Source: an optimization exercise on an open RTL-to-GDS flow (aim: small area and a short achievable clock period). Production flows keep margins and buffers that such runs may drop. Function was checked by simulation only, so behaviour that the tests miss may differ from the original. No run shown here takes its clock network from TritonCTS; it comes from the design's own scripts or RTL. The flow treats the clock pin as an ideal source. Dropping or thinning the clock tree relies on that and would not hold on a real chip. Power is estimated from default activity; no workload was simulated.

### design/flow/flow/run.sh
#!/bin/bash
# Standard ORFS layout, with: the smallest buffer (buf_1) on every input and
# output port; one shared tie cell for the constant outputs; and the clock
# distributed by four quadrant buffers (flow/pre_cts.tcl) instead of an H-tree;
# ports fed by one shared register are kept together (flow/pin_groups.tcl).
set -euo pipefail
export BUFFER_PORTS_ARGS="-buffer_cell sky130_fd_sc_hd__buf_1"
export SKIP_REPAIR_TIE_FANOUT=1
export PRE_IO_PLACEMENT_TCL="$(pwd)/flow/pin_groups.tcl"
export PRE_CTS_TCL="$(pwd)/flow/pre_cts.tcl"
export ROOT_CLKBUF=${ROOT_CLKBUF:-sky130_fd_sc_hd__clkbuf_16}
export SETUP_SLACK_MARGIN=5.5
export FF_UPSIZE=sky130_fd_sc_hd__dfrtp_2 FF_UPSIZE_MIN_FANOUT=8
bash standard.sh > standard_flow.log 2>&1
### design/flow/config.mk
export PLATFORM = sky130hd
export DESIGN_NAME = AGU_top
export DESIGN_NICKNAME = AGU_top
export VERILOG_FILES = /design/flow/design.v
export SDC_FILE = /design/flow/constraint.sdc
export NUM_CORES = 4
export LEC_CHECK = 0
export CAP_MARGIN = 20
export CORE_MARGIN = 2
export CORE_UTILIZATION = 40
export PLACE_DENSITY = 0.85
export SLEW_MARGIN = 20
### design/flow/flow/pre_cts.tcl
# Clock distribution: the design has under 100 flip-flops on a small die, so
# the clock port drives four buffers (one per quadrant of the flip-flops,
# each at its group's centroid) and each buffer drives its group's clock
# pins directly, instead of TritonCTS's two-level H-tree. The clock port
# feeds only these four buffers. clock_tree_synthesis is then a no-op here.
set cell $::env(ROOT_CLKBUF)
set block [ord::get_db_block]
set clknet [$block findNet clk]
set master [[ord::get_db] findMaster $cell]
set sinks {}
set sx 0
set sy 0
foreach it [$clknet getITerms] {
  set loc [[$it getInst] getLocation]
  lappend sinks [list $it [lindex $loc 0] [lindex $loc 1]]
  set sx [expr {$sx + [lindex $loc 0]}]
  set sy [expr {$sy + [lindex $loc 1]}]
}
set n [llength $sinks]
set cx [expr {$sx / $n}]
set cy [expr {$sy / $n}]
puts "pre_cts: $n clock sinks, centroid $cx $cy"
for {set q 0} {$q < 4} {incr q} { set grp($q) {} }
foreach s $sinks {
  lassign $s it x y
  set q [expr {($x >= $cx ? 1 : 0) + ($y >= $cy ? 2 : 0)}]
  lappend grp($q) $s
}
for {set q 0} {$q < 4} {incr q} {
  set m [llength $grp($q)]
  if {$m == 0} continue
  set gx 0
  set gy 0
  foreach s $grp($q) {
    lassign $s it x y
    set gx [expr {$gx + $x}]
    set gy [expr {$gy + $y}]
  }
  set buf [odb::dbInst_create $block $master clkbuf_q$q]
  set net [odb::dbNet_create $block clknet_q$q]
  $net setSigType CLOCK
  foreach s $grp($q) {
    set it [lindex $s 0]
    $it disconnect
    $it connect $net
  }
  [$buf findITerm A] connect $clknet
  [$buf findITerm X] connect $net
  $buf setLocation [expr {$gx / $m}] [expr {$gy / $m}]
  $buf setPlacementStatus PLACED
  puts "pre_cts: quadrant $q: $m sinks"
}
rename clock_tree_synthesis orig_clock_tree_synthesis
proc clock_tree_synthesis {args} { puts "clock_tree_synthesis skipped (quadrant buffers inserted)" }

# Flip-flops whose output drives several output-port buffers get a stronger
# drive (same function, dfrtp_1 -> FF_UPSIZE), so the clock-to-output paths
# are not slowed by the shared load.
if {[info exists ::env(FF_UPSIZE)] && $::env(FF_UPSIZE) ne ""} {
  set big [[ord::get_db] findMaster $::env(FF_UPSIZE)]
  set nup 0
  foreach inst [$block getInsts] {
    if {[[$inst getMaster] getName] ne "sky130_fd_sc_hd__dfrtp_1"} continue
    set q [$inst findITerm Q]
    set net [$q getNet]
    if {$net eq "NULL"} continue
    if {[llength [$net getITerms]] - 1 >= $::env(FF_UPSIZE_MIN_FANOUT)} {
      $inst swapMaster $big
      incr nup
    }
  }
  puts "pre_cts: $nup flip-flops upsized to $::env(FF_UPSIZE)"
}
### design/flow/design.v
`timescale 10ns / 1ps
module AGU_top(
    input clk,
    input rst,
    input AGU_enable,
    output logic [$clog2(8192/16)-1:0] MA0_idx,
    output logic [$clog2(8192/16)-1:0] MA1_idx,
    output logic [$clog2(8192/16)-1:0] MA2_idx,
    output logic [$clog2(8192/16)-1:0] MA3_idx,
    output logic [$clog2(8192/16)-1:0] MA4_idx,
    output logic [$clog2(8192/16)-1:0] MA5_idx,
    output logic [$clog2(8192/16)-1:0] MA6_idx,
    output logic [$clog2(8192/16)-1:0] MA7_idx,
    output logic [$clog2(8192/16)-1:0] MA8_idx,
    output logic [$clog2(8192/16)-1:0] MA9_idx,
    output logic [$clog2(8192/16)-1:0] MA10_idx,
    output logic [$clog2(8192/16)-1:0] MA11_idx,
    output logic [$clog2(8192/16)-1:0] MA12_idx,
    output logic [$clog2(8192/16)-1:0] MA13_idx,
    output logic [$clog2(8192/16)-1:0] MA14_idx,
    output logic [$clog2(8192/16)-1:0] MA15_idx,
    output logic [$clog2(16) + 1-1:0] BN0_idx,
    output logic [$clog2(16) + 1-1:0] BN1_idx,
    output logic [$clog2(16) + 1-1:0] BN2_idx,
    output logic [$clog2(16) + 1-1:0] BN3_idx,
    output logic [$clog2(16) + 1-1:0] BN4_idx,
    output logic [$clog2(16) + 1-1:0] BN5_idx,
    output logic [$clog2(16) + 1-1:0] BN6_idx,
    output logic [$clog2(16) + 1-1:0] BN7_idx,
    output logic [$clog2(16) + 1-1:0] BN8_idx,
    output logic [$clog2(16) + 1-1:0] BN9_idx,
    output logic [$clog2(16) + 1-1:0] BN10_idx,
    output logic [$clog2(16) + 1-1:0] BN11_idx,
    output logic [$clog2(16) + 1-1:0] BN12_idx,
    output logic [$clog2(16) + 1-1:0] BN13_idx,
    output logic [$clog2(16) + 1-1:0] BN14_idx,
    output logic [$clog2(16) + 1-1:0] BN15_idx,
    output logic AGU_done_out,
    output logic BN_MA_out_en,
    output logic [2:0] l_AGU_out
);
    logic [4:0] en_d;       
    logic [1:0] L;          
    logic [8:0] C;          
    logic [3:0] S, dS, dS_nxt, dS_odd;
    logic e, fresh, first, wrap;
    logic [1:0] L_nxt;
    logic [8:0] C_nxt;
    assign e     = en_d[4];
    assign fresh = dS[3] & ~C[0];
    assign first = (L == 2'd3);
    assign wrap  = (&C) | first;
    always_comb begin
        if (!e) begin
            C_nxt = 9'd0;
            L_nxt = fresh ? {2{AGU_enable}} : L;
        end else if (wrap) begin
            C_nxt = 9'd0;
            L_nxt = {L == 2'd1, L[1] == L[0]};
        end else begin
            C_nxt = C + 9'd1;
            L_nxt = L;
        end
    end
    always_ff @(posedge clk or posedge rst) begin
        if (rst) begin
            en_d <= 5'd0;
            L    <= 2'd0;
            C    <= 9'd0;
        end else begin
            en_d <= {en_d[3:0], AGU_enable};
            L    <= L_nxt;
            C    <= C_nxt;
        end
    end
    logic [2:0] G;
    assign G = {e & (L == 2'd2), e & (L == 2'd1), e & (L[1] == L[0])};
    logic [8:0] ma_d0, ma_d1;
    always_comb begin
        for (int k = 5; k < 9; k++) begin
            ma_d0[k] = (G[1] & C[13-k]) | (G[2] & C[9-k]);
            ma_d1[k] = ma_d0[k] | G[0];
        end
        for (int k = 1; k < 5; k++) begin
            ma_d0[k] = (G[0] & C[k+4]) | (G[2] & C[9-k]);
            ma_d1[k] = ma_d0[k] | G[1];
        end
        ma_d0[0] = (G[0] | G[1]) & C[4];
        ma_d1[0] = ma_d0[0] | G[2];
    end
    always_comb begin
        casez (C[7:1])
            7'b??????0: dS_odd = (L == 2'd2) ? 4'd0  : 4'd1;
            7'b?????01: dS_odd = (L == 2'd2) ? 4'd6  : 4'd1;
            7'b????011: dS_odd = (L == 2'd2) ? 4'd10 : 4'd1;
            7'b???0111: dS_odd = (L == 2'd2) ? 4'd4  : 4'd2;
            7'b??01111: dS_odd = (L == 2'd0) ? 4'd2  : 4'd1;
            7'b?011111: dS_odd = (L == 2'd0) ? 4'd2  : 4'd7;
            7'b0111111: dS_odd = (L == 2'd0) ? 4'd2  : 4'd11;
            default:    dS_odd = (L == 2'd0) ? 4'd3  : 4'd5;
        endcase
        dS_nxt = (e && !wrap && !C[0]) ? dS_odd : 4'd1;
    end
    always_ff @(posedge clk or posedge rst) begin
        if (rst) begin
            S  <= 4'd0;
            dS <= 4'd8;
        end else begin
            S  <= (!e || wrap) ? 4'd0 : S + dS;
            dS <= dS_nxt;
        end
    end
    logic eS0, eS0n, eS1, eS1n, eS2, eS2n, eS3, eS3n, x10;
    logic [3:0] cy2;
    logic [7:0] cy3;
    logic [1:0] bn_d0;
    logic [3:0] bn_d1;
    logic [7:0] bn_d2;
    logic [15:0] bn_d3;
    always_comb begin
        eS0 = e & S[0]; eS0n = e & ~S[0];
        eS1 = e & S[1]; eS1n = e & ~S[1];
        eS2 = e & S[2]; eS2n = e & ~S[2];
        eS3 = e & S[3]; eS3n = e & ~S[3];
        bn_d0[0] = eS0;
        bn_d0[1] = eS0n;
        bn_d1[0] = eS1;
        bn_d1[1] = S[0] ? eS1n : eS1;
        bn_d1[2] = eS1n;
        bn_d1[3] = S[0] ? eS1 : eS1n;
        for (int v = 0; v < 4; v++) begin
            cy2[v] = ({1'b0, S[1:0]} + v) >= 3'd4;
            bn_d2[v]     = cy2[v] ? eS2n : eS2;
            bn_d2[v + 4] = cy2[v] ? eS2 : eS2n;
        end
        for (int v = 0; v < 8; v++) begin
            cy3[v] = ({1'b0, S[2:0]} + v) >= 4'd8;
            bn_d3[v]     = cy3[v] ? eS3n : eS3;
            bn_d3[v + 8] = cy3[v] ? eS3 : eS3n;
        end
    end
    logic [1:0]  ma_r0, ma_r1, ma_r2, ma_r3, ma_r4, ma_r5, ma_r6, ma_r7, ma_r8;
    logic [1:0]  bn_r0;
    logic [3:0]  bn_r1;
    logic [7:0]  bn_r2;
    logic [15:0] bn_r3;
    always_ff @(posedge clk or posedge rst) begin
        if (rst) begin
            ma_r0 <= '0; ma_r1 <= '0; ma_r2 <= '0; ma_r3 <= '0; ma_r4 <= '0;
            ma_r5 <= '0; ma_r6 <= '0; ma_r7 <= '0; ma_r8 <= '0;
            bn_r0 <= '0; bn_r1 <= '0; bn_r2 <= '0; bn_r3 <= '0;
            AGU_done_out <= 1'b0;
            BN_MA_out_en <= 1'b0;
            l_AGU_out    <= 3'd0;
        end else begin
            ma_r0 <= {ma_d1[0], ma_d0[0]}; ma_r1 <= {ma_d1[1], ma_d0[1]};
            ma_r2 <= {ma_d1[2], ma_d0[2]}; ma_r3 <= {ma_d1[3], ma_d0[3]};
            ma_r4 <= {ma_d1[4], ma_d0[4]}; ma_r5 <= {ma_d1[5], ma_d0[5]};
            ma_r6 <= {ma_d1[6], ma_d0[6]}; ma_r7 <= {ma_d1[7], ma_d0[7]};
            ma_r8 <= {ma_d1[8], ma_d0[8]};
            bn_r0 <= bn_d0; bn_r1 <= bn_d1; bn_r2 <= bn_d2; bn_r3 <= bn_d3;
            AGU_done_out <= G[2] & (&C);
            BN_MA_out_en <= e;
            l_AGU_out    <= e ? {1'b0, L_nxt} : 3'd0;
        end
    end
    assign MA0_idx = {ma_r8[0], ma_r7[0], ma_r6[0], ma_r5[0], ma_r4[0], ma_r3[0], ma_r2[0], ma_r1[0], ma_r0[0]};
    assign MA1_idx = {ma_r8[0], ma_r7[0], ma_r6[0], ma_r5[1], ma_r4[0], ma_r3[0], ma_r2[0], ma_r1[1], ma_r0[0]};
    assign MA2_idx = {ma_r8[0], ma_r7[0], ma_r6[1], ma_r5[0], ma_r4[0], ma_r3[0], ma_r2[1], ma_r1[0], ma_r0[0]};
    assign MA3_idx = {ma_r8[0], ma_r7[0], ma_r6[1], ma_r5[1], ma_r4[0], ma_r3[0], ma_r2[1], ma_r1[1], ma_r0[0]};
    assign MA4_idx = {ma_r8[0], ma_r7[1], ma_r6[0], ma_r5[0], ma_r4[0], ma_r3[1], ma_r2[0], ma_r1[0], ma_r0[0]};
    assign MA5_idx = {ma_r8[0], ma_r7[1], ma_r6[0], ma_r5[1], ma_r4[0], ma_r3[1], ma_r2[0], ma_r1[1], ma_r0[0]};
    assign MA6_idx = {ma_r8[0], ma_r7[1], ma_r6[1], ma_r5[0], ma_r4[0], ma_r3[1], ma_r2[1], ma_r1[0], ma_r0[0]};
    assign MA7_idx = {ma_r8[0], ma_r7[1], ma_r6[1], ma_r5[1], ma_r4[0], ma_r3[1], ma_r2[1], ma_r1[1], ma_r0[0]};
    assign MA8_idx = {ma_r8[1], ma_r7[0], ma_r6[0], ma_r5[0], ma_r4[1], ma_r3[0], ma_r2[0], ma_r1[0], ma_r0[1]};
    assign MA9_idx = {ma_r8[1], ma_r7[0], ma_r6[0], ma_r5[1], ma_r4[1], ma_r3[0], ma_r2[0], ma_r1[1], ma_r0[1]};
    assign MA10_idx = {ma_r8[1], ma_r7[0], ma_r6[1], ma_r5[0], ma_r4[1], ma_r3[0], ma_r2[1], ma_r1[0], ma_r0[1]};
    assign MA11_idx = {ma_r8[1], ma_r7[0], ma_r6[1], ma_r5[1], ma_r4[1], ma_r3[0], ma_r2[1], ma_r1[1], ma_r0[1]};
    assign MA12_idx = {ma_r8[1], ma_r7[1], ma_r6[0], ma_r5[0], ma_r4[1], ma_r3[1], ma_r2[0], ma_r1[0], ma_r0[1]};
    assign MA13_idx = {ma_r8[1], ma_r7[1], ma_r6[0], ma_r5[1], ma_r4[1], ma_r3[1], ma_r2[0], ma_r1[1], ma_r0[1]};
    assign MA14_idx = {ma_r8[1], ma_r7[1], ma_r6[1], ma_r5[0], ma_r4[1], ma_r3[1], ma_r2[1], ma_r1[0], ma_r0[1]};
    assign MA15_idx = {ma_r8[1], ma_r7[1], ma_r6[1], ma_r5[1], ma_r4[1], ma_r3[1], ma_r2[1], ma_r1[1], ma_r0[1]};
    assign BN0_idx = {1'b0, bn_r3[0], bn_r2[0], bn_r1[0], bn_r0[0]};
    assign BN1_idx = {1'b0, bn_r3[2], bn_r2[2], bn_r1[2], bn_r0[0]};
    assign BN2_idx = {1'b0, bn_r3[4], bn_r2[4], bn_r1[0], bn_r0[0]};
    assign BN3_idx = {1'b0, bn_r3[6], bn_r2[6], bn_r1[2], bn_r0[0]};
    assign BN4_idx = {1'b0, bn_r3[8], bn_r2[0], bn_r1[0], bn_r0[0]};
    assign BN5_idx = {1'b0, bn_r3[10], bn_r2[2], bn_r1[2], bn_r0[0]};
    assign BN6_idx = {1'b0, bn_r3[12], bn_r2[4], bn_r1[0], bn_r0[0]};
    assign BN7_idx = {1'b0, bn_r3[14], bn_r2[6], bn_r1[2], bn_r0[0]};
    assign BN8_idx = {1'b0, bn_r3[1], bn_r2[1], bn_r1[1], bn_r0[1]};
    assign BN9_idx = {1'b0, bn_r3[3], bn_r2[3], bn_r1[3], bn_r0[1]};
    assign BN10_idx = {1'b0, bn_r3[5], bn_r2[5], bn_r1[1], bn_r0[1]};
    assign BN11_idx = {1'b0, bn_r3[7], bn_r2[7], bn_r1[3], bn_r0[1]};
    assign BN12_idx = {1'b0, bn_r3[9], bn_r2[1], bn_r1[1], bn_r0[1]};
    assign BN13_idx = {1'b0, bn_r3[11], bn_r2[3], bn_r1[3], bn_r0[1]};
    assign BN14_idx = {1'b0, bn_r3[13], bn_r2[5], bn_r1[1], bn_r0[1]};
    assign BN15_idx = {1'b0, bn_r3[15], bn_r2[7], bn_r1[3], bn_r0[1]};
endmodule
### design/flow/standard.sh
#!/bin/bash
# synth_recipe.tcl (not shown) runs the flow's synth.tcl, then flattens the netlist and writes it again
# the make line also repeats each setting of config.mk as NAME=value (left out here)
make -C /OpenROAD-flow-scripts/flow DESIGN_CONFIG=/design/flow/config.mk WORK_HOME=/design/flow/orfs CLKGATE_MAP_FILE= SYNTH_SCRIPT=/design/flow/synth_recipe.tcl "${@:-finish}"
### design/flow/constraint.sdc
create_clock -name core_clock -period 8.0 [get_ports {clk}]
set_input_delay 1.6000 -clock core_clock [delete_from_list [all_inputs] [get_ports {clk}]]
set_output_delay 1.6000 -clock core_clock [all_outputs]
set_load 0.01 [all_outputs]
### design/flow/flow/pin_groups.tcl
# Keep the output ports driven by one shared register next to each other,
# so the register and its port buffers sit together (generated by
# gen/mk_pins.py).
set_io_pin_constraint -group -order -pin_names {MA0_idx[0] MA1_idx[0] MA2_idx[0] MA3_idx[0] MA4_idx[0] MA5_idx[0] MA6_idx[0] MA7_idx[0]}
set_io_pin_constraint -group -order -pin_names {MA8_idx[0] MA9_idx[0] MA10_idx[0] MA11_idx[0] MA12_idx[0] MA13_idx[0] MA14_idx[0] MA15_idx[0]}
set_io_pin_constraint -group -order -pin_names {MA0_idx[1] MA2_idx[1] MA4_idx[1] MA6_idx[1] MA8_idx[1] MA10_idx[1] MA12_idx[1] MA14_idx[1]}
set_io_pin_constraint -group -order -pin_names {MA1_idx[1] MA3_idx[1] MA5_idx[1] MA7_idx[1] MA9_idx[1] MA11_idx[1] MA13_idx[1] MA15_idx[1]}
set_io_pin_constraint -group -order -pin_names {MA0_idx[2] MA1_idx[2] MA4_idx[2] MA5_idx[2] MA8_idx[2] MA9_idx[2] MA12_idx[2] MA13_idx[2]}
set_io_pin_constraint -group -order -pin_names {MA2_idx[2] MA3_idx[2] MA6_idx[2] MA7_idx[2] MA10_idx[2] MA11_idx[2] MA14_idx[2] MA15_idx[2]}
set_io_pin_constraint -group -order -pin_names {MA0_idx[3] MA1_idx[3] MA2_idx[3] MA3_idx[3] MA8_idx[3] MA9_idx[3] MA10_idx[3] MA11_idx[3]}
set_io_pin_constraint -group -order -pin_names {MA4_idx[3] MA5_idx[3] MA6_idx[3] MA7_idx[3] MA12_idx[3] MA13_idx[3] MA14_idx[3] MA15_idx[3]}
set_io_pin_constraint -group -order -pin_names {MA0_idx[4] MA1_idx[4] MA2_idx[4] MA3_idx[4] MA4_idx[4] MA5_idx[4] MA6_idx[4] MA7_idx[4]}
set_io_pin_constraint -group -order -pin_names {MA8_idx[4] MA9_idx[4] MA10_idx[4] MA11_idx[4] MA12_idx[4] MA13_idx[4] MA14_idx[4] MA15_idx[4]}
set_io_pin_constraint -group -order -pin_names {MA0_idx[5] MA2_idx[5] MA4_idx[5] MA6_idx[5] MA8_idx[5] MA10_idx[5] MA12_idx[5] MA14_idx[5]}
set_io_pin_constraint -group -order -pin_names {MA1_idx[5] MA3_idx[5] MA5_idx[5] MA7_idx[5] MA9_idx[5] MA11_idx[5] MA13_idx[5] MA15_idx[5]}
set_io_pin_constraint -group -order -pin_names {MA0_idx[6] MA1_idx[6] MA4_idx[6] MA5_idx[6] MA8_idx[6] MA9_idx[6] MA12_idx[6] MA13_idx[6]}
set_io_pin_constraint -group -order -pin_names {MA2_idx[6] MA3_idx[6] MA6_idx[6] MA7_idx[6] MA10_idx[6] MA11_idx[6] MA14_idx[6] MA15_idx[6]}
set_io_pin_constraint -group -order -pin_names {MA0_idx[7] MA1_idx[7] MA2_idx[7] MA3_idx[7] MA8_idx[7] MA9_idx[7] MA10_idx[7] MA11_idx[7]}
set_io_pin_constraint -group -order -pin_names {MA4_idx[7] MA5_idx[7] MA6_idx[7] MA7_idx[7] MA12_idx[7] MA13_idx[7] MA14_idx[7] MA15_idx[7]}
set_io_pin_constraint -group -order -pin_names {MA0_idx[8] MA1_idx[8] MA2_idx[8] MA3_idx[8] MA4_idx[8] MA5_idx[8] MA6_idx[8] MA7_idx[8]}
set_io_pin_constraint -group -order -pin_names {MA8_idx[8] MA9_idx[8] MA10_idx[8] MA11_idx[8] MA12_idx[8] MA13_idx[8] MA14_idx[8] MA15_idx[8]}
set_io_pin_constraint -group -order -pin_names {BN0_idx[0] BN1_idx[0] BN2_idx[0] BN3_idx[0] BN4_idx[0] BN5_idx[0] BN6_idx[0] BN7_idx[0]}
set_io_pin_constraint -group -order -pin_names {BN8_idx[0] BN9_idx[0] BN10_idx[0] BN11_idx[0] BN12_idx[0] BN13_idx[0] BN14_idx[0] BN15_idx[0]}
set_io_pin_constraint -group -order -pin_names {BN0_idx[1] BN2_idx[1] BN4_idx[1] BN6_idx[1]}
set_io_pin_constraint -group -order -pin_names {BN8_idx[1] BN10_idx[1] BN12_idx[1] BN14_idx[1]}
set_io_pin_constraint -group -order -pin_names {BN1_idx[1] BN3_idx[1] BN5_idx[1] BN7_idx[1]}
set_io_pin_constraint -group -order -pin_names {BN9_idx[1] BN11_idx[1] BN13_idx[1] BN15_idx[1]}
set_io_pin_constraint -group -order -pin_names {BN0_idx[2] BN4_idx[2]}
set_io_pin_constraint -group -order -pin_names {BN8_idx[2] BN12_idx[2]}
set_io_pin_constraint -group -order -pin_names {BN1_idx[2] BN5_idx[2]}
set_io_pin_constraint -group -order -pin_names {BN9_idx[2] BN13_idx[2]}
set_io_pin_constraint -group -order -pin_names {BN2_idx[2] BN6_idx[2]}
set_io_pin_constraint -group -order -pin_names {BN10_idx[2] BN14_idx[2]}
set_io_pin_constraint -group -order -pin_names {BN3_idx[2] BN7_idx[2]}
set_io_pin_constraint -group -order -pin_names {BN11_idx[2] BN15_idx[2]}
==> key figures, run 1 <==
Die
  – Starting density of the core: 40.5%
  – Die height: 108 um
  – Die area: 11700 sq um
  – Row count: 38
  – IO Pins: 232
  – CORE AREA: 10700 sq um
  – Die width: 108 um

Worst setup path
  – Worst path bufs/invs: 1
  – Crit path kind: register to primary output
  – Worst path arrival time: 730 ps
  – Worst-path maximum fanout: 8
  – CP Depth: 1
  – Kind of end point of the critical path: primary output
  – Slowest CP cell: dfrtp_2
  – Critical Path Max Stage Delay: 450 ps
  – R2r endpoint: dS[0]
  – Largest delay contributor family on the critical path: flip-flops
  – Required time of the critical path: 6400 ps
  – Reg-to-reg critical path startpoint: C[0]
  – Reg2Reg Depth: 8
  – Type of origin of the critical path: register
  – R2R Setup Slk: 5810 ps
  – CP cell instances: buf_1

Global routing
  – Global route hottest layer: met2
  – First-pass GRT wire length: 10900 um
  – Vias in the first global route: 2137
  – GRT overflow: 0
  – Largest net degree at the start of global routing: 77
  – GRT Total Usage: 11.6%
  – GRT met1 Usage: 15.1%
  – Grt met2 use: 20.6%
  – GR Util met3: 1.45%
  – Initial antenna violation count: 0

Route
  – Vias per cell: 4.28
  – Initial detailed-routing violation count: 173
  – Drt pass-1 iters: 4
  – Vias: 2573
  – Drt wl/cell: 12.2 um
  – Antenna viol nets, final: 0
  – Routed wire length: 7340 um
  – # DRC: 0

Synthesis
  – Commonest cells in the netlist: buf_4, dfrtp_1, nor2_1, a21oi_1, and2_1
  – Seq/Total Area, Yosys: 43.9%
  – Synth Register Bits: 76
  – Number of synthesized flops with an enable pin: 0
  – Post-synthesis cell type count: 43
  – Count leader, synth: buf_4
  – Fraction of registers with async set/reset: 100%
  – Ys flop type: dfrtp_1
  – Cell count after synthesis: 433
  – Top-area cell type share of the netlist area: 43.3%
  – Biggest area consumer among synthesized cells: dfrtp_1
  – Avg Cell Area, Syn: 10.0 sq um
  – Mapped Nets: 446
  – Synth warnings: 1
  – Mapped cell area: 4330 sq um
  – Synth area leaders: dfrtp_1, buf_4, nor2_1

Timing
  – Final period util: 29.1%
  – Final WS setup: 5670 ps
  – Final setup violation count: 0
  – Max-slew violations: 0
  – Final Hold Vio Count: 0
  – Total Neg Setup Slack: 0 ps
  – Final worst path period need: 2330 ps
  – Slew at the pin closest to its max-slew limit: 650 ps
  – Slew Limit Headroom: 56.7%
  – Highest Clock Rate: 429 MHz
  – Clock skew: 27.8 ps
  – RSZ-0062 raised after global routing: no

Power and ir drop
  – Psw: 413 uW
  – Clk network pwr share: 16.8%
  – Pwr per Cell Area: 265 nW/um^2
  – Pint: 666 uW
  – Switching Share: 38.3%
  – Leak Pwr: 0.00170 uW
  – Comb power frac: 34.8%
  – VDD IR max: 0.141 mV
  – Share of power burned in registers: 48.4%

Placed design
  – Port bufs: 214
  – Inst Count DP: 597
  – Placer Congestion: 0.934
  – Pre-CTS setup slack: 5410 ps
  – DP HPWL: 5420 um

Cells and area
  – Layout fillers: 1065
  – Final cell count without fillers: 601
  – Synth-to-layout area growth: -6.00%
  – Multi-input combinational cell area: 993 sq um
  – Proportion of layout cells with a drive suffix above 1: 9.76%
  – # diodes: 0
  – Nets: 476
  – FF/Latch Area: 1940 sq um

Clock tree
  – Worst-path clk slew: 70 ps
  – Clock Latency Late Sink: 160 ps
  – # Post-CTS Setup Buffers: 0
  – Hold_buf cts: 0

Min path
  – Hold depth: 0
  – Worst hold path class: register to register
  – HP Start: en_d[0]
  – Worst Hold End: en_d[1]

Flow run
  – Max Cap Violations: 0

Outcome
  – Outcome: finished clean
[sequential cells by signal (all words and copies together) (netlist names), 2 cells and up]
signal     flops
bn_r3         16
C              9
bn_r2          8
en_d           5
S              4
bn_r1          4
dS             4
L              2
bn_r0          2
l_AGU_out      2
ma_r0          2
ma_r1          2
ma_r2          2
ma_r3          2
ma_r4          2
ma_r5          2
ma_r6          2
ma_r7          2
ma_r8          2
[logic make-up after synthesis]
family	after synthesis	synth area share, %
flip-flops	76	43.9
AO/OA/AOI/OAI	44	6.12
multiplexers	1	0.231
AND/OR/NAND/NOR	81	9.93
adder cells (fa/ha/maj)	10	3.06
XOR/XNOR	17	3.44
buffers and inverters	203	33.2
other	1	0.0865
[metal layers]
metal  vias to the layer above  routed length, um
met1                      1203               2850
met2                       118               3780
met5                         -                  0
met3                         8                570
met4                         0                150
li1                       1244                  -
[cells in the final DEF (no fill, tap or decap), types with 2 or more instances in the layout]
master,n
a21oi_1,20
clkbuf_16,4
nor2_1,34
dfrtp_1,47
nand3_1,2
or3_1,2
nand2_1,9
o21ai_0,6
ha_1,9
inv_1,9
nor3_1,2
dfrtp_2,28
and2_1,13
a22oi_1,7
nand4_1,2
a21o_1,2
and3_1,5
o21bai_1,2
o22ai_1,2
xor2_1,12
nand2b_1,2
xnor2_1,5
buf_1,214
[stage by stage]
stage,hold slack [ps],util [%],cell area [sq um],total power [uW]
global placement,333,36.8,3930,897
global route,359,38.1,4070,1160
finish,353,38.1,4070,1080
CTS,343,38.1,4070,1060
detailed placement,343,36.8,3930,904
floorplan,331,-,4340,919
[worst max-delay path by stage]
stage | startpoint | to
2_1_floorplan | rst | AGU_done_out
3_3_place_gp | rst | ma_r6[0]
3_5_place_dp | rst | en_d[4]
4_1_cts | rst | en_d[4]
5_1_grt | ma_r2[0] | MA13_idx[2]
6_report | ma_r7[0] | MA2_idx[7]
[layout make-up]
cell class                 instances  share of cell area, %
multi-input combinational        154                   24.4
buffer                             4                   2.46
timing repair buffer             216                   20.2
tap                              140                   4.30
sequential                        76                   47.6
inverter                          11                   1.11
[power by group through the flow]
stage / Clock [uW] / Sequential (uW) / Combinational, uW
6_report: 181 / 522 / 375
5_1_grt: 200 / 536 / 422
4_1_cts: 147 / 532 / 381
3_5_place_dp: 0 / 527 / 377
3_3_place_gp: 0 / 526 / 371
2_1_floorplan: 0 / 525 / 393
[what timing repair did]
item	in CTS	in global routing
endpoints found under the setup margin	75	1
hold endpoints to repair	0	0
resized for setup	1	1
pin swaps	0	0
==> inputs of run 2 (changes only) <==
--- a/design/flow/flow/run.sh
+++ b/design/flow/flow/run.sh
@@ -9,6 +9,6 @@
 export PRE_IO_PLACEMENT_TCL="$(pwd)/flow/pin_groups.tcl"
 export PRE_CTS_TCL="$(pwd)/flow/pre_cts.tcl"
 export ROOT_CLKBUF=${ROOT_CLKBUF:-sky130_fd_sc_hd__clkbuf_16}
-export SETUP_SLACK_MARGIN=5.5
+export SETUP_SLACK_MARGIN=5.6
 export FF_UPSIZE=sky130_fd_sc_hd__dfrtp_2 FF_UPSIZE_MIN_FANOUT=8
 bash standard.sh > standard_flow.log 2>&1
==> run 2 against run 1 <==
Compared with the run above:
- area after synthesis unchanged
- cell area unchanged
- critical path depth unchanged
- clock skew unchanged
- fmax unchanged
- sequential power about the same
- routed wire length unchanged
- critical endpoint unchanged
- largest power group unchanged
==> key figures, run 2 <==
Synthesis
  – Number of synthesized flops with an enable pin: 0 (unchanged)
  – Ys flop type: dfrtp_1
  – Post-synthesis cell type count: 43 (unchanged)
  – Largest family of logic cells by synthesized area: buffers and inverters
  – Mapped Nets: 446 (unchanged)
  – Avg Cell Area, Syn: 10.0 sq um (unchanged)
  – Synth area leaders: dfrtp_1, buf_4, nor2_1
  – Compound-Gate Fraction of Synth Area: 6.12% (unchanged)
  – Cell count after synthesis: 433 (unchanged)
  – Adder-Cell Fraction of Synth Area: 3.06% (unchanged)
  – Synth warnings: 1 (unchanged)
  – Top-area cell type share of the netlist area: 43.3% (unchanged)
  – Biggest area consumer among synthesized cells: dfrtp_1
  – Mapped cell area: 4330 sq um (unchanged)
  – Post-synthesis xor/xnor area fraction: 3.44% (unchanged)
  – Fraction of registers with async set/reset: 100% (unchanged)
  – Post-synthesis simple-gate area fraction: 9.93% (unchanged)
  – Synth Register Bits: 76 (unchanged)
  – Seq/Total Area, Yosys: 43.9% (unchanged)
  – Commonest cells in the netlist: buf_4, dfrtp_1, nor2_1, a21oi_1, and2_1
  – Mux contribution to synthesized area: 0.231% (unchanged)
  – Count leader, synth: buf_4

Flow run
  – Max Cap Violations: 0 (unchanged)

Timing
  – Final setup violation count: 0 (unchanged)
  – RSZ-0062 raised after global routing: no
  – Max-slew violations: 0 (unchanged)
  – Highest Clock Rate: 429 MHz (unchanged)
  – Final WS setup: 5670 ps (unchanged)
  – Final worst path period need: 2330 ps (unchanged)
  – Final period util: 29.1% (unchanged)
  – Slew Limit Headroom: 56.7% (unchanged)
  – Clock skew: 27.8 ps (unchanged)
  – Total Neg Setup Slack: 0 ps (unchanged)
  – Final Hold Vio Count: 0 (unchanged)
  – Slew at the pin closest to its max-slew limit: 650 ps (unchanged)

Outcome
  – Outcome: finished clean

Worst setup path
  – Crit path kind: register to primary output
  – Largest delay contributor family on the critical path: flip-flops
  – Critical Path Max Stage Delay: 450 ps (about the same)
  – Kind of end point of the critical path: primary output
  – Worst path bufs/invs: 1 (unchanged)
  – Reg-to-reg critical path startpoint: C[0]
  – Reg2Reg Depth: 8 (unchanged)
  – Slowest CP cell: dfrtp_2
  – R2r endpoint: dS[0]
  – Worst-path maximum fanout: 8 (unchanged)
  – Type of origin of the critical path: register
  – CP cell instances: buf_1
  – CP Depth: 1 (unchanged)
  – Required time of the critical path: 6400 ps (about the same)
  – R2R Setup Slk: 5810 ps (about the same)
  – Worst path arrival time: 730 ps (about the same)

Power and ir drop
  – Leak Pwr: 0.00170 uW (unchanged)
  – VDD IR max: 0.141 mV (unchanged)
  – Pwr per Cell Area: 265 nW/um^2 (unchanged)
  – Tot Pwr: 1080 uW (unchanged)

Global routing
  – First-pass GRT wire length: 10900 um (unchanged)
  – Largest net degree at the start of global routing: 77 (unchanged)
  – Initial antenna violation count: 0 (unchanged)
  – GRT overflow: 0 (unchanged)
  – GRT Total Usage: 11.6% (unchanged)
  – Vias in the first global route: 2137 (unchanged)

Cells and area
  – Largest regs: bn_r3 x16, C x9, bn_r2 x8
  – Nets: 476 (unchanged)
  – Multi-input combinational cell area: 993 sq um (unchanged)
  – # diodes: 0 (unchanged)
  – Max FFs per register: 16 (unchanged)
  – Biggest register: bn_r3
  – Most frequent cells in the layout: buf_1, dfrtp_1, nor2_1
  – Proportion of layout cells with a drive suffix above 1: 9.76% (unchanged)
  – FF/Latch Area: 1940 sq um (unchanged)
  – Layout fillers: 1065 (unchanged)
  – Most common cell after layout, fill and taps aside: buf_1
  – Core Util, Final: 38.1% (unchanged)
  – Synth-to-layout area growth: -6.00% (unchanged)

Placed design
  – Pre-CTS setup slack: 5410 ps (unchanged)
  – Placer Congestion: 0.934 (unchanged)
  – DP HPWL: 5420 um (unchanged)
  – Port bufs: 214 (unchanged)

Clock tree
  – # Post-CTS Setup Buffers: 0 (unchanged)
  – Clock Latency Late Sink: 160 ps (about the same)
  – Hold_buf cts: 0 (unchanged)
  – Worst-path clk slew: 70 ps (about the same)

Route
  – Drt wl/cell: 12.2 um (unchanged)
  – Antenna viol nets, final: 0 (unchanged)
  – Initial detailed-routing violation count: 173 (unchanged)
  – Drt pass-1 iters: 4 (unchanged)
  – Vias per cell: 4.28 (unchanged)
  – Vias: 2573 (unchanged)
  – # DRC: 0 (unchanged)
  – Routed wire length: 7340 um (unchanged)

Die
  – IO Pins: 232 (unchanged)
  – Die width: 108 um (unchanged)
  – CORE AREA: 10700 sq um (unchanged)
  – Starting density of the core: 40.5% (unchanged)
  – Die area: 11700 sq um (unchanged)
  – Row count: 38 (unchanged)
  – Die height: 108 um (unchanged)

Min path
  – Hold depth: 0 (unchanged)
  – Worst Hold End: en_d[1]
  – HP Start: en_d[0]
  – Worst hold path class: register to register
## run 2: cell counts in the layout (fill, tap and decap cells not counted)
Identical to the previous run, type by type.
## run 2: cells by family (layout without fill, tap and decap cells)
family,count (synthesis),count (layout)
other,1,1
muxes,1,1
adders and majority gates,10,10
buffers and inverters,203,231
and+or+nand+nor,81,81
DFF,76,76
xor gates and xnor gates,17,17
AOI/OAI and AO/OA,44,44
## run 2: routing by layer
layer | vias to the layer above | track usage [%] | part of all wire [%]
met5 | - | 0 | 0
met4 | 0 | 2.47 | 2.0
met3 | 8 | 1.45 | 7.8
met2 | 118 | 20.6 | 51
met1 | 1203 | 15.1 | 39
li1 | 1244 | - | -
## run 2: final cells by class
class	count	area share (%)
flip-flops and latches	76	47.6
multi-input cells	154	24.4
well taps	140	4.30
repair buffers	216	20.2
inverters	11	1.11
plain buffers	4	2.46
## run 2: power by group
part	switching (uW)	internal, uW
combinational	248	127
clock	90.6	90.5
sequential	73.9	448
total	413	666
## run 2: how the worst max path moves through the flow
stage,startpoint,end,slack (ps)
after floorplan,rst,AGU_done_out,5550
after global placement,rst,ma_r6[0],5440
after detailed placement,rst,en_d[4],5410
after CTS,rst,en_d[4],5640
after global routing,ma_r2[0],MA13_idx[2],5610
final,ma_r7[0],MA2_idx[7],5670
## run 2: per-stage QoR
stage | hold WS [ps] | instance area [sq um] | instances
4_1_cts | 343 | 4070 | 601
5_1_grt | 359 | 4070 | 601
3_3_place_gp | 333 | 3930 | 597
2_1_floorplan | 331 | 4340 | 433
6_report | 353 | 4070 | 601
3_5_place_dp | 343 | 3930 | 597
## run 2: repair_timing
item / CTS / global route
pin swaps: 0 / 0
resized for setup: 1 / 1
endpoints found under the hold margin: 0 / 0
cloned: 0 / 0
endpoints found under the setup margin: 76 / 2
==> inputs of run 3 (changes only) <==
--- a/design/flow/flow/run.sh
+++ b/design/flow/flow/run.sh
@@ -9,6 +9,5 @@
 export PRE_IO_PLACEMENT_TCL="$(pwd)/flow/pin_groups.tcl"
 export PRE_CTS_TCL="$(pwd)/flow/pre_cts.tcl"
 export ROOT_CLKBUF=${ROOT_CLKBUF:-sky130_fd_sc_hd__clkbuf_16}
-export SETUP_SLACK_MARGIN=5.6
-export FF_UPSIZE=sky130_fd_sc_hd__dfrtp_2 FF_UPSIZE_MIN_FANOUT=8
+export SETUP_SLACK_MARGIN=5.7
 bash standard.sh > standard_flow.log 2>&1
==> run 3 against run 2 <==
Compared with the run above:
- global-route usage is essentially flat
- routed wire length grew 6.4%
- die area is the same
- fmax shrank 0.67%
- highest routed layer unchanged
==> key figures, run 3 <==
Synthesis
  – Count leader, synth: buf_4
  – Number of synthesized flops with an enable pin: 0 (unchanged)
  – Ys flop type: dfrtp_1
  – Mapped Nets: 446 (unchanged)
  – Synth warnings: 1 (unchanged)
  – Synth Register Bits: 76 (unchanged)
  – Mapped cell area: 4330 sq um (unchanged)
  – Seq/Total Area, Yosys: 43.9% (unchanged)
  – Biggest area consumer among synthesized cells: dfrtp_1
  – Cell count after synthesis: 433 (unchanged)
  – Commonest cells in the netlist: buf_4, dfrtp_1, nor2_1, a21oi_1, and2_1
  – Top-area cell type share of the netlist area: 43.3% (unchanged)
  – Synth area leaders: dfrtp_1, buf_4, nor2_1
  – Fraction of registers with async set/reset: 100% (unchanged)
  – Avg Cell Area, Syn: 10.0 sq um (unchanged)
  – Post-synthesis cell type count: 43 (unchanged)

Worst setup path
  – Reg-to-reg critical path startpoint: C[2]
  – Largest delay contributor family on the critical path: flip-flops
  – Worst-path maximum fanout: 8 (unchanged)
  – CP cell instances: clkbuf_2
  – R2R Setup Slk: 5840 ps (+30 ps)
  – Reg2Reg Depth: 8 (unchanged)
  – Crit path kind: register to primary output
  – Setup crit end: MA15_idx[4]
  – CP startpoint: ma_r4[1]
  – Slowest CP cell: dfrtp_2
  – Worst path bufs/invs: 1 (unchanged)
  – Critical Path Max Stage Delay: 460 ps (about the same)
  – Type of origin of the critical path: register
  – Worst path arrival time: 750 ps (+20 ps)
  – R2r endpoint: dS[0]
  – Required time of the critical path: 6400 ps (about the same)
  – CP Depth: 1 (unchanged)
  – Kind of end point of the critical path: primary output

Die
  – CORE AREA: 10700 sq um (unchanged)
  – Starting density of the core: 40.5% (unchanged)
  – Die area: 11700 sq um (unchanged)
  – Die width: 108 um (unchanged)
  – IO Pins: 232 (unchanged)
  – Row count: 38 (unchanged)
  – Die height: 108 um (unchanged)

Global routing
  – Initial antenna violation count: 0 (unchanged)
  – First-pass GRT wire length: 11000 um (+0.26%)
  – Largest net degree at the start of global routing: 77 (unchanged)
  – GRT met1 Usage: 15.3% (+0.19 points)
  – Grt met2 use: 20.4% (-0.18 points)
  – GR Util met3: 1.45% (unchanged)
  – Vias in the first global route: 2131 (-0.28%)
  – Global route hottest layer: met2
  – GRT overflow: 0 (unchanged)
  – GRT Total Usage: 11.6% (+0.013 points)

Power and ir drop
  – Pwr per Cell Area: 256 nW/um^2 (-3.3%)
  – VDD IR max: 0.125 mV (-11%)
  – Leak Pwr: 0.00237 uW (+40%)

Route
  – Drt pass-1 iters: 5 (+1)
  – Routed wire length: 7820 um (+6.4%)
  – Drt wl/cell: 13.0 um (+6.4%)
  – # DRC: 0 (unchanged)
  – Initial detailed-routing violation count: 166 (-4.0%)
  – Antenna viol nets, final: 0 (unchanged)
  – Vias: 2632 (+2.3%)
  – Vias per cell: 4.38 (+2.3%)

Timing
  – RSZ-0062 raised after global routing: yes
  – Slew at the pin closest to its max-slew limit: 788 ps (+138 ps)
  – Final setup violation count: 0 (unchanged)
  – Final Hold Vio Count: 0 (unchanged)
  – Max-slew violations: 0 (unchanged)
  – Final period util: 29.3% (+0.20 points)
  – Slew Limit Headroom: 47.5% (-9.2 points)
  – Clock skew: 27.2 ps (-0.613 ps)
  – Final worst path period need: 2350 ps (+15.8 ps)
  – Highest Clock Rate: 426 MHz (-0.67%)
  – Total Neg Setup Slack: 0 ps (unchanged)

Cells and area
  – Largest regs: bn_r3 x16, C x9, bn_r2 x8
  – Most frequent cells in the layout: clkbuf_2, dfrtp_1, nor2_1
  – Layout fillers: 1037 (-2.6%)
  – Proportion of layout cells with a drive suffix above 1: 47.9% (+38 points)
  – # diodes: 0 (unchanged)
  – FF/Latch Area: 1930 sq um (-0.45%)
  – Synth-to-layout area growth: 3.64%
  – Core Util, Final: 42.0% (+3.9 points)
  – Nets: 476 (unchanged)
  – Biggest register: bn_r3
  – Multi-input combinational cell area: 993 sq um (unchanged)
  – Max FFs per register: 16 (unchanged)
  – Most common cell after layout, fill and taps aside: clkbuf_2

Flow run
  – Max Cap Violations: 0 (unchanged)

Placed design
  – Placer Congestion: 0.934 (unchanged)
  – DP HPWL: 5420 um (unchanged)
  – Port bufs: 214 (unchanged)

Clock tree
  – Clock Latency Late Sink: 160 ps (about the same)
  – # Post-CTS Setup Buffers: 0 (unchanged)
  – Worst-path clk slew: 80 ps (about the same)

Min path
  – Worst hold path class: register to register

Outcome
  – Outcome: finished clean
[run 3: worst min path at each step]
stage	start	slack, ps	cells past startpoint	end
4_1_cts	en_d[1]	340	0	en_d[2]
3_5_place_dp	en_d[1]	340	0	en_d[2]
2_1_floorplan	en_d[0]	330	0	en_d[1]
5_1_grt	en_d[3]	360	0	en_d[4]
3_3_place_gp	en_d[3]	330	0	en_d[4]
6_report	en_d[3]	350	0	en_d[4]
[run 3: cell type report]
class / instances / area share (%)
Multi-Input combinational cell: 154 / 22.1
Inverter: 11 / 1.00
Buffer: 4 / 2.23
Sequential cell: 76 / 43.0
Timing Repair Buffer: 216 / 27.8
Tap cell: 140 / 3.90
[run 3: timing repair]
item / in CTS / in global routing
hold buffers: 0 / 0
endpoints found under the setup margin: 77 / 188
resized for setup: 3 / 268
pin swaps: 0 / 0
cloned: 0 / 0
[run 3: report_power, final]
group	switching [uW]	leakage, uW	total [uW]	internal, uW
clock network	91.4	0.0000493	182	90.5
logic	252	0.00137	441	189
registers	80.7	0.000959	528	447
total	424	0.00237	1150	726
[run 3: kinds of logic (layout without fill, tap and decap cells)]
group                    Yosys count  in the layout  share of synthesized area (%)
buffers and inverters            203            231                           33.2
AND/OR/NAND/NOR                   81             81                           9.93
multiplexers                       1              1                          0.231
other                              1              1                         0.0865
flip-flops                        76             76                           43.9
AO/OA/AOI/OAI                     44             44                           6.12
adder cells (fa/ha/maj)           10             10                           3.06
XOR/XNOR                          17             17                           3.44
[run 3: layer usage]
layer | up-vias | share of wire, %
met5 | - | 0
met4 | 0 | 2.2
met3 | 10 | 8.1
met2 | 123 | 53
met1 | 1254 | 37
li1 | 1245 | -
[run 3: stage by stage]
step	cells	setup WS [ps]	power [uW]	instance area [sq um]	hold WS, ps
after floorplan	433	5550	919	4340	331
after global placement	597	5440	897	3930	333
after detailed placement	597	5410	904	3930	343
after CTS	601	5780	1060	4040	343
after global routing	601	5620	1230	4490	357
final	601	5650	1150	4490	349
==> inputs of run 4 (changes only) <==
--- a/design/flow/flow/run.sh
+++ b/design/flow/flow/run.sh
@@ -9,5 +9,5 @@
 export PRE_IO_PLACEMENT_TCL="$(pwd)/flow/pin_groups.tcl"
 export PRE_CTS_TCL="$(pwd)/flow/pre_cts.tcl"
 export ROOT_CLKBUF=${ROOT_CLKBUF:-sky130_fd_sc_hd__clkbuf_16}
-export SETUP_SLACK_MARGIN=5.7
+export SETUP_SLACK_MARGIN=5.6
 bash standard.sh > standard_flow.log 2>&1
==> run 4 against run 3 <==
Compared with the run above:
- sequential power down 1%
- clock power about the same
- setup slack improved by 13 ps
- total power down 6.2%
- fmax rose by 0.57%
- clock skew barely moved
- routed wire length fell by 5.6%
- final cell count unchanged
- combinational power down 15%
- worst hold slack better by 2.7 ps
- cell area decreased by 9.5%
- global-route usage hardly changed
==> key figures, run 4 <==
Timing
  – Slew at the pin closest to its max-slew limit: 788 ps (+0.609 ps)
  – Final period util: 29.2% (-0.17 points)
  – Slew Limit Headroom: 47.4% (about the same)
  – Clock skew: 27.4 ps (+0.157 ps)
  – Total Neg Setup Slack: 0 ps (unchanged)
  – Final Hold Vio Count: 0 (unchanged)
  – Final worst path period need: 2330 ps (-13.3 ps)
  – Fin Hold WS: 351 ps (+2.73 ps)
  – Final setup violation count: 0 (unchanged)
  – Max-slew violations: 0 (unchanged)
  – RSZ-0062 raised after global routing: no
  – Highest Clock Rate: 428 MHz (+0.57%)

Global routing
  – First-pass GRT wire length: 11000 um (+0.12%)
  – Vias in the first global route: 2131 (unchanged)
  – GRT overflow: 0 (unchanged)
  – GRT Total Usage: 11.6% (+0.013 points)
  – Largest net degree at the start of global routing: 77 (unchanged)
  – Initial antenna violation count: 0 (unchanged)

Worst setup path
  – Largest delay contributor family on the critical path: flip-flops
  – Reg-to-reg critical path startpoint: C[0]
  – Critical Path Max Stage Delay: 450 ps (about the same)
  – Crit path kind: register to primary output
  – R2r endpoint: dS[0]
  – R2R Setup Slk: 5810 ps (-30 ps)
  – CP Depth: 1 (unchanged)
  – Type of origin of the critical path: register
  – CP startpoint: ma_r7[0]
  – Reg2Reg Depth: 8 (unchanged)
  – Required time of the critical path: 6400 ps (about the same)
  – Setup crit end: MA2_idx[7]
  – Kind of end point of the critical path: primary output
  – CP cell instances: buf_1
  – Slowest CP cell: dfrtp_2
  – Worst path arrival time: 730 ps (-20 ps)
  – Worst path bufs/invs: 1 (unchanged)
  – Worst-path maximum fanout: 8 (unchanged)

Min path
  – Worst hold path class: register to register

Power and ir drop
  – Tot Pwr: 1080 uW (-6.2%)
  – VDD IR max: 0.141 mV (+13%)
  – Leak Pwr: 0.00171 uW (-28%)
  – Pwr per Cell Area: 265 nW/um^2 (+3.6%)

Cells and area
  – Biggest register: bn_r3
  – Synth-to-layout area growth: -6.24%
  – Most common cell after layout, fill and taps aside: buf_1
  – Most frequent cells in the layout: buf_1, dfrtp_1, nor2_1
  – Layout fillers: 1063 (+2.5%)
  – Design area: 4060 sq um (-9.5%)
  – Nets: 476 (unchanged)
  – Proportion of layout cells with a drive suffix above 1: 8.03% (-40 points)
  – Largest regs: bn_r3 x16, C x9, bn_r2 x8
  – Max FFs per register: 16 (unchanged)
  – # diodes: 0 (unchanged)

Route
  – # DRC: 0 (unchanged)
  – Drt pass-1 iters: 5 (unchanged)
  – Drt wl/cell: 12.3 um (-5.6%)
  – Initial detailed-routing violation count: 190 (+14%)
  – Routed wire length: 7380 um (-5.6%)
  – Antenna viol nets, final: 0 (unchanged)
  – Vias per cell: 4.30 (-1.7%)
  – Vias: 2587 (-1.7%)

Placed design
  – Post-Place Cell Area: 3930 sq um (unchanged)
  – Port bufs: 214 (unchanged)
  – Placer Congestion: 0.934 (unchanged)
  – DP HPWL: 5420 um (unchanged)

Die
  – IO Pins: 232 (unchanged)
  – Row count: 38 (unchanged)
  – Starting density of the core: 40.5% (unchanged)
  – Die area: 11700 sq um (unchanged)
  – Die height: 108 um (unchanged)
  – CORE AREA: 10700 sq um (unchanged)
  – Die width: 108 um (unchanged)

Synthesis
  – Mapped cell area: 4330 sq um (unchanged)
  – Ys flop type: dfrtp_1
  – Biggest area consumer among synthesized cells: dfrtp_1
  – Synth Register Bits: 76 (unchanged)
  – Number of synthesized flops with an enable pin: 0 (unchanged)
  – Avg Cell Area, Syn: 10.0 sq um (unchanged)
  – Count leader, synth: buf_4
  – Synth warnings: 1 (unchanged)
  – Top-area cell type share of the netlist area: 43.3% (unchanged)
  – Seq/Total Area, Yosys: 43.9% (unchanged)
  – Cell count after synthesis: 433 (unchanged)
  – Synth area leaders: dfrtp_1, buf_4, nor2_1
  – Post-synthesis cell type count: 43 (unchanged)
  – Fraction of registers with async set/reset: 100% (unchanged)
  – Mapped Nets: 446 (unchanged)
  – Commonest cells in the netlist: buf_4, dfrtp_1, nor2_1, a21oi_1, and2_1

Clock tree
  – Clock Latency Late Sink: 160 ps (about the same)
  – Worst-path clk slew: 80 ps (about the same)
  – Hold_buf cts: 0 (unchanged)

Flow run
  – Max Cap Violations: 0 (unchanged)

Outcome
  – Outcome: finished clean
run 4: cell types whose count changed in the layout (fill, tap and decap cells not counted):
cell | before | now
dfrtp_2 | 21 | 20
clkbuf_2 | 150 | 0
buf_1 | 31 | 214
buf_8 | 1 | 0
dfrtp_1 | 54 | 55
buf_6 | 31 | 1
buf_2 | 2 | 0
run 4: cells by family (layout without fill, tap and decap cells):
kind of cell	count (synthesis)	in the layout	share of synthesized area, %
multiplexers	1	1	0.231
other	1	1	0.0865
buffers and inverters	203	231	33.2
flip-flops	76	76	43.9
AO/OA/AOI/OAI	44	44	6.12
adder cells (fa/ha/maj)	10	10	3.06
XOR/XNOR	17	17	3.44
AND/OR/NAND/NOR	81	81	9.93
run 4: report_power, final:
group	internal [uW]	leakage [uW]	switching (uW)
Clock	90.5	0.0000493	91.5
Combinational	127	0.000703	249
Sequential	447	0.000960	73.8
run 4: cell type report:
type / instances / area [sq um] / share of cell area (%)
repair buffers: 216 / 822 / 20.2
well taps: 140 / 175 / 4.31
multi-input cells: 154 / 993 / 24.4
plain buffers: 4 / 100 / 2.46
flip-flops and latches: 76 / 1930 / 47.4
inverters: 11 / 45.0 / 1.11
run 4: worst min-delay path by stage:
| stage | startpoint | to | slack, ps | depth (start not counted) |
|---|---|---|---|---|
| 6_report | en_d[3] | en_d[4] | 350 | 0 |
| 5_1_grt | en_d[3] | en_d[4] | 360 | 0 |
| 4_1_cts | en_d[1] | en_d[2] | 340 | 0 |
| 3_5_place_dp | en_d[1] | en_d[2] | 340 | 0 |
| 3_3_place_gp | en_d[3] | en_d[4] | 330 | 0 |
| 2_1_floorplan | en_d[0] | en_d[1] | 330 | 0 |
run 4: routing by layer:
layer,up-vias,routed length [um],GRT usage [%]
met2,112,3780,20.4
met1,1225,2900,15.3
li1,1242,-,-
met4,0,150,2.47
met5,-,0,0
met3,8,547,1.45
run 4: what timing repair did:
item | 4_1_cts | 5_1_grt
buffers inserted | 0 | 0
endpoints found under the setup margin | 76 | 153
gates resized for setup | 1 | 21
gates cloned | 0 | 0
run 4: through the flow:
stage | utilization (%) | instances | worst slack [ps]
2_1_floorplan | - | 433 | 5550
3_3_place_gp | 36.8 | 597 | 5440
3_5_place_dp | 36.8 | 597 | 5410
4_1_cts | 37.7 | 601 | 5670
5_1_grt | 38.0 | 601 | 5600
6_report | 38.0 | 601 | 5670
==> inputs of run 5 (changes only) <==
--- a/design/flow/config.mk
+++ b/design/flow/config.mk
@@ -8,5 +8,5 @@
 export CAP_MARGIN = 20
 export CORE_MARGIN = 2
 export CORE_UTILIZATION = 40
-export PLACE_DENSITY = 0.85
+export PLACE_DENSITY = 0.7
 export SLEW_MARGIN = 20
==> run 5 against run 4 <==
Compared with the run above:
- via count increased by 0.81%
- critical endpoint is now BN5_idx[0]
- global-route usage increased by 0.34 points
- sequential power about the same
- combinational power about the same
- highest routed layer unchanged
- die area unchanged
- first-iteration DRC count decreased by 36%
- still clean
- area after synthesis unchanged
- core utilization increased by 0.19 points
==> key figures, run 5 <==
Synthesis
  – Commonest cells in the netlist: buf_4, dfrtp_1, nor2_1, a21oi_1, and2_1
  – Ys flop type: dfrtp_1
  – Mux contribution to synthesized area: 0.231% (unchanged)
  – Synth area leaders: dfrtp_1, buf_4, nor2_1
  – Post-synthesis simple-gate area fraction: 9.93% (unchanged)
  – Biggest area consumer among synthesized cells: dfrtp_1
  – Post-synthesis cell type count: 43 (unchanged)
  – Top-area cell type share of the netlist area: 43.3% (unchanged)
  – Cell count after synthesis: 433 (unchanged)
  – Compound-Gate Fraction of Synth Area: 6.12% (unchanged)
  – Synth warnings: 1 (unchanged)
  – Post-synthesis xor/xnor area fraction: 3.44% (unchanged)
  – Avg Cell Area, Syn: 10.0 sq um (unchanged)
  – Mapped cell area: 4330 sq um (unchanged)
  – Count leader, synth: buf_4
  – Adder-Cell Fraction of Synth Area: 3.06% (unchanged)
  – Number of synthesized flops with an enable pin: 0 (unchanged)
  – Mapped Nets: 446 (unchanged)
  – Fraction of registers with async set/reset: 100% (unchanged)
  – Seq/Total Area, Yosys: 43.9% (unchanged)
  – Largest family of logic cells by synthesized area: buffers and inverters
  – Synth Register Bits: 76 (unchanged)

Route
  – Vias: 2608 (+0.81%)
  – Routed wire length: 7570 um (+2.6%)
  – Initial detailed-routing violation count: 121 (-36%)
  – Antenna viol nets, final: 0 (unchanged)
  – # DRC: 0 (unchanged)
  – WL met2: 3930 um (+4.0%)
  – Drt wl/cell: 12.6 um (+2.8%)
  – Met3 wire len: 477 um (-13%)
  – Drt pass-1 iters: 4 (-1)
  – Vias per cell: 4.35 (+0.98%)
  – M1 WL: 3030 um (+4.5%)
  – Highest routed layer: met4

Timing
  – Final Hold Vio Count: 0 (unchanged)
  – Highest Clock Rate: 424 MHz (-1.1%)
  – Slew Limit Headroom: 48.6% (+1.1 points)
  – Final period util: 29.5% (+0.34 points)
  – Max-slew violations: 0 (unchanged)
  – Final worst path period need: 2360 ps (+26.9 ps)
  – Final setup violation count: 0 (unchanged)
  – Slew at the pin closest to its max-slew limit: 772 ps (-16.7 ps)
  – Fin Hold WS: 332 ps (-19.7 ps)
  – Total Neg Setup Slack: 0 ps (unchanged)
  – RSZ-0062 raised after global routing: yes
  – Clock skew: 24.3 ps (-3.06 ps)

Cells and area
  – Max FFs per register: 16 (unchanged)
  – # diodes: 0 (unchanged)
  – Synth-to-layout area growth: -5.77%
  – Proportion of layout cells with a drive suffix above 1: 12.6% (+4.6 points)
  – Most frequent cells in the layout: buf_1, dfrtp_1, nor2_1
  – Most common cell after layout, fill and taps aside: buf_1
  – Nets: 475 (-0.21%)
  – Core Util, Final: 38.2% (+0.19 points)
  – Final cell count without fillers: 600 (-0.17%)
  – Largest regs: bn_r3 x16, C x9, bn_r2 x8
  – Biggest register: bn_r3

Die
  – IO Pins: 232 (unchanged)
  – Die height: 108 um (unchanged)
  – Starting density of the core: 40.5% (unchanged)
  – CORE AREA: 10700 sq um (unchanged)
  – Row count: 38 (unchanged)
  – Die width: 108 um (unchanged)
  – Die area: 11700 sq um (unchanged)

Placed design
  – Inst Count DP: 596 (-0.17%)
  – Port bufs: 214 (unchanged)
  – Placer Congestion: 0.874 (-6.4%)
  – DP HPWL: 5480 um (+1.1%)

Global routing
  – GRT overflow: 0 (unchanged)
  – Initial antenna violation count: 0 (unchanged)
  – First-pass GRT wire length: 11400 um (+3.7%)
  – GRT Total Usage: 11.9% (+0.34 points)
  – Largest net degree at the start of global routing: 77 (unchanged)
  – Vias in the first global route: 2180 (+2.3%)

Outcome
  – Outcome: finished clean

Flow run
  – Max Cap Violations: 0 (unchanged)

Power and ir drop
  – VDD IR max: 0.114 mV (-20%)
  – Tot Pwr: 1080 uW (+0.29%)
  – Pwr per Cell Area: 265 nW/um^2 (-0.20%)
  – Leak Pwr: 0.00178 uW (+4.0%)

Min path
  – Hold depth: 0 (unchanged)
  – Worst hold path class: register to register

Worst setup path
  – Worst-path maximum fanout: 8 (unchanged)
  – CP Depth: 1 (unchanged)
  – Type of origin of the critical path: register
  – Slowest CP cell: dfrtp_2
  – Required time of the critical path: 6400 ps (about the same)
  – Worst path arrival time: 760 ps (+30 ps)
  – Largest delay contributor family on the critical path: flip-flops
  – Worst path bufs/invs: 1 (unchanged)
  – Critical Path Max Stage Delay: 430 ps (-20 ps)
  – Reg2Reg Depth: 8 (unchanged)
  – CP cell instances: buf_1
  – Kind of end point of the critical path: primary output
  – Crit path kind: register to primary output

Clock tree
  – Worst-path clk slew: 90 ps (about the same)
  – Clock Latency Late Sink: 150 ps (about the same)
## run 5: repair_timing
item / in CTS / in global routing
gates resized for setup: 2 / 42
setup endpoints to repair: 80 / 161
setup buffers: 0 / 0
hold buffers: 0 / 0
## run 5: through the flow
step | worst slack [ps] | cell area, sq um
2_1_floorplan | 5550 | 4340
3_3_place_gp | 5460 | 3930
3_5_place_dp | 5400 | 3930
4_1_cts | 5610 | 4030
5_1_grt | 5580 | 4080
6_report | 5640 | 4080
## run 5: cells by family after synthesis
family	Yosys count
xor gates and xnor gates	17
DFF	76
buffers and inverters	203
muxes	1
AOI/OAI and AO/OA	44
adders and majority gates	10
other	1
and+or+nand+nor	81
## run 5: report_power, final
part | internal, uW | switching [uW]
sequential | 447 | 72.2
combinational | 129 | 248
clock | 90.6 | 94.8
## run 5: final timing paths
kind                       startpoint          to  slack (ps)
max                          bn_r0[0]  BN5_idx[0]        5640
min                           en_d[0]     en_d[1]         330
max reg2reg                      C[0]       dS[0]        5780
min reg2reg                   en_d[0]     en_d[1]         330
max in group asynchronous         rst    ma_r8[0]        5840
min in group asynchronous         rst    bn_r3[4]        1620
## run 5: area by class of cell
class,instances,area [sq um]
well taps,140,175
plain buffers,4,100
inverters,11,46.3
fillers,1057,6610
repair buffers,215,841
multi-input cells,154,993
flip-flops and latches,76,1930
## run 5: layer usage
| layer | global-route usage, % | vias up |
|---|---|---|
| met5 | 0 | - |
| met4 | 2.11 | 0 |
| met3 | 0.904 | 11 |
| met2 | 21.8 | 122 |
| met1 | 15.6 | 1235 |
| li1 | - | 1240 |
==> inputs of run 6 (changes only) <==
--- a/design/flow/flow/run.sh
+++ b/design/flow/flow/run.sh
@@ -10,4 +10,5 @@
 export PRE_CTS_TCL="$(pwd)/flow/pre_cts.tcl"
 export ROOT_CLKBUF=${ROOT_CLKBUF:-sky130_fd_sc_hd__clkbuf_16}
 export SETUP_SLACK_MARGIN=5.6
+export CLK_GROUPS=3
 bash standard.sh > standard_flow.log 2>&1
--- a/design/flow/flow/pre_cts.tcl
+++ b/design/flow/flow/pre_cts.tcl
@@ -1,8 +1,3 @@
-# Clock distribution: the design has under 100 flip-flops on a small die, so
-# the clock port drives four buffers (one per quadrant of the flip-flops,
-# each at its group's centroid) and each buffer drives its group's clock
-# pins directly, instead of TritonCTS's two-level H-tree. The clock port
-# feeds only these four buffers. clock_tree_synthesis is then a no-op here.
 set cell $::env(ROOT_CLKBUF)
 set block [ord::get_db_block]
 set clknet [$block findNet clk]
@@ -20,11 +15,25 @@
 set cx [expr {$sx / $n}]
 set cy [expr {$sy / $n}]
 puts "pre_cts: $n clock sinks, centroid $cx $cy"
-for {set q 0} {$q < 4} {incr q} { set grp($q) {} }
-foreach s $sinks {
-  lassign $s it x y
-  set q [expr {($x >= $cx ? 1 : 0) + ($y >= $cy ? 2 : 0)}]
-  lappend grp($q) $s
+# Balanced split into CLK_GROUPS groups: with 4, halves by x median and
+# then each half by its y median; otherwise equal strips along x.
+set ng [expr {[info exists ::env(CLK_GROUPS)] ? $::env(CLK_GROUPS) : 4}]
+set byx [lsort -integer -index 1 $sinks]
+if {$ng == 4} {
+  set h [expr {$n / 2}]
+  set halves [list [lrange $byx 0 [expr {$h - 1}]] [lrange $byx $h end]]
+  for {set i 0} {$i < 2} {incr i} {
+    set byy [lsort -integer -index 2 [lindex $halves $i]]
+    set k [expr {[llength $byy] / 2}]
+    set grp([expr {2 * $i}]) [lrange $byy 0 [expr {$k - 1}]]
+    set grp([expr {2 * $i + 1}]) [lrange $byy $k end]
+  }
+} else {
+  for {set q 0} {$q < 4} {incr q} {
+    set lo [expr {$q < $ng ? ($q * $n) / $ng : $n}]
+    set hi [expr {$q < $ng ? (($q + 1) * $n) / $ng - 1 : $n - 1}]
+    set grp($q) [lrange $byx $lo $hi]
+  }
 }
 for {set q 0} {$q < 4} {incr q} {
   set m [llength $grp($q)]
--- a/design/flow/config.mk
+++ b/design/flow/config.mk
@@ -8,5 +8,5 @@
 export CAP_MARGIN = 20
 export CORE_MARGIN = 2
 export CORE_UTILIZATION = 40
-export PLACE_DENSITY = 0.7
+export PLACE_DENSITY = 0.85
 export SLEW_MARGIN = 20
==> run 6 against run 5 <==
Compared with the run above:
- register-to-register slack better by 20 ps
- setup slack lost 62 ps
- clock skew is 21 ps lower
- critical endpoint is now MA5_idx[8]
- largest power group unchanged
- highest routed layer unchanged
==> key figures, run 6 <==
Synthesis
  – Top-area cell type share of the netlist area: 43.3% (unchanged)
  – Mux contribution to synthesized area: 0.231% (unchanged)
  – Mapped cell area: 4330 sq um (unchanged)
  – Adder-Cell Fraction of Synth Area: 3.06% (unchanged)
  – Cell count after synthesis: 433 (unchanged)
  – Avg Cell Area, Syn: 10.0 sq um (unchanged)
  – Mapped Nets: 446 (unchanged)
  – Post-synthesis cell type count: 43 (unchanged)
  – Biggest area consumer among synthesized cells: dfrtp_1

Route
  – Initial detailed-routing violation count: 142 (+17%)
  – Routed wire length: 7520 um (-0.70%)
  – Drt wl/cell: 12.5 um (-0.70%)
  – Drt pass-1 iters: 4 (unchanged)
  – Vias: 2590 (-0.69%)

Power and ir drop
  – Psw: 423 uW (+1.9%)
  – Share of power burned in registers: 47.2% (-0.8 points)
  – Pwr per Cell Area: 257 nW/um^2 (-2.9%)
  – Leak Pwr: 0.00210 uW (+18%)
  – Tot Pwr: 1120 uW (+3.4%)

Timing
  – Total Neg Setup Slack: 0 ps (unchanged)
  – Final worst path period need: 2420 ps (+61.9 ps)
  – RSZ-0062 raised after global routing: yes
  – Slew at the pin closest to its max-slew limit: 786 ps (+14.3 ps)

Die
  – CORE AREA: 10700 sq um (unchanged)
  – Row count: 38 (unchanged)

Placed design
  – DP HPWL: 5420 um (-1.1%)
  – Post-Place Cell Area: 3930 sq um (+0.19%)
  – Port bufs: 214 (unchanged)

Global routing
  – First-pass GRT wire length: 10800 um (-4.8%)
  – GRT overflow: 0 (unchanged)
  – Initial antenna violation count: 0 (unchanged)
  – GRT Total Usage: 11.4% (-0.53 points)
  – Largest net degree at the start of global routing: 77 (unchanged)

Worst setup path
  – Kind of end point of the critical path: primary output
  – Worst-path maximum fanout: 8 (unchanged)
  – Worst path arrival time: 820 ps (+60 ps)
  – Critical Path Max Stage Delay: 500 ps (+70 ps)
  – Required time of the critical path: 6400 ps (about the same)
  – Type of origin of the critical path: register
  – Slowest CP cell: dfrtp_2
  – Worst path bufs/invs: 1 (unchanged)

Cells and area
  – Nets: 475 (unchanged)
  – Layout fillers: 1058 (+0.095%)
  – # diodes: 0 (unchanged)
  – Proportion of layout cells with a drive suffix above 1: 30.4% (+18 points)

Flow run
  – Max Cap Violations: 0 (unchanged)

Min path
  – Worst hold path class: register to register

Outcome
  – Outcome: finished clean

Clock tree
  – Clock Latency Late Sink: 160 ps (about the same)
[run 6: cell counts after synthesis]
No cell type changed its count.
[run 6: path summary, 6_finish.rpt]
check / startpoint / endpoint / depth (start not counted)
max: ma_r8[0] / MA5_idx[8] / 1
min reg2reg: en_d[0] / en_d[1] / 0
max in group asynchronous: rst / ma_r8[1] / 3
min: en_d[0] / en_d[1] / 0
min in group asynchronous: rst / bn_r3[1] / 3
max reg2reg: C[0] / dS[0] / 8
[run 6: through the flow]
stage	setup slack, ps	std cells
finish	5580	600
global route	5530	600
CTS	5670	600
detailed placement	5410	597
global placement	5440	597
floorplan	5550	433
[run 6: cells by family after synthesis]
group	count (synthesis)
buf+inv	203
simple gates	81
flops	76
compound gates	44
xor+xnor	17
fa+ha+maj	10
other cells	1
mux	1
[run 6: power by group through the flow]
| stage | logic, uW | clock network (uW) | registers [uW] |
|---|---|---|---|
| 2_1_floorplan | 393 | 0 | 525 |
| 3_3_place_gp | 371 | 0 | 526 |
| 3_5_place_dp | 377 | 0 | 527 |
| 4_1_cts | 379 | 125 | 528 |
| 5_1_grt | 474 | 180 | 541 |
| 6_report | 429 | 162 | 528 |
[run 6: timing repair]
action / 4_1_cts / 5_1_grt
pin swaps: 0 / 0
setup endpoints to repair: 76 / 162
resized for setup: 1 / 186
[run 6: final cells by class]
type | instances | area [sq um] | share of cell area, %
plain buffers | 3 | 75.1 | 1.73
inverters | 11 | 45.0 | 1.04
multi-input cells | 154 | 993 | 22.8
flip-flops and latches | 76 | 1930 | 44.3
well taps | 140 | 175 | 4.03
repair buffers | 216 | 1130 | 26.1
[run 6: per-layer routing]
metal  track usage [%]  wire, um  vias up
met4              2.11       133        0
met2              20.5      3930      109
met1              15.0      2920     1228
li1                  -         -     1244
met3              1.08       537        9
met5                 0         0        -

Check on run 6: ideal ports give 5.577 ns setup slack; a clkbuf_16 on the clock port and buf_2 on the inputs give 5.519 ns; moving port delays by the midpoint clock arrival (0.212 ns) as well gives 5.714 ns.
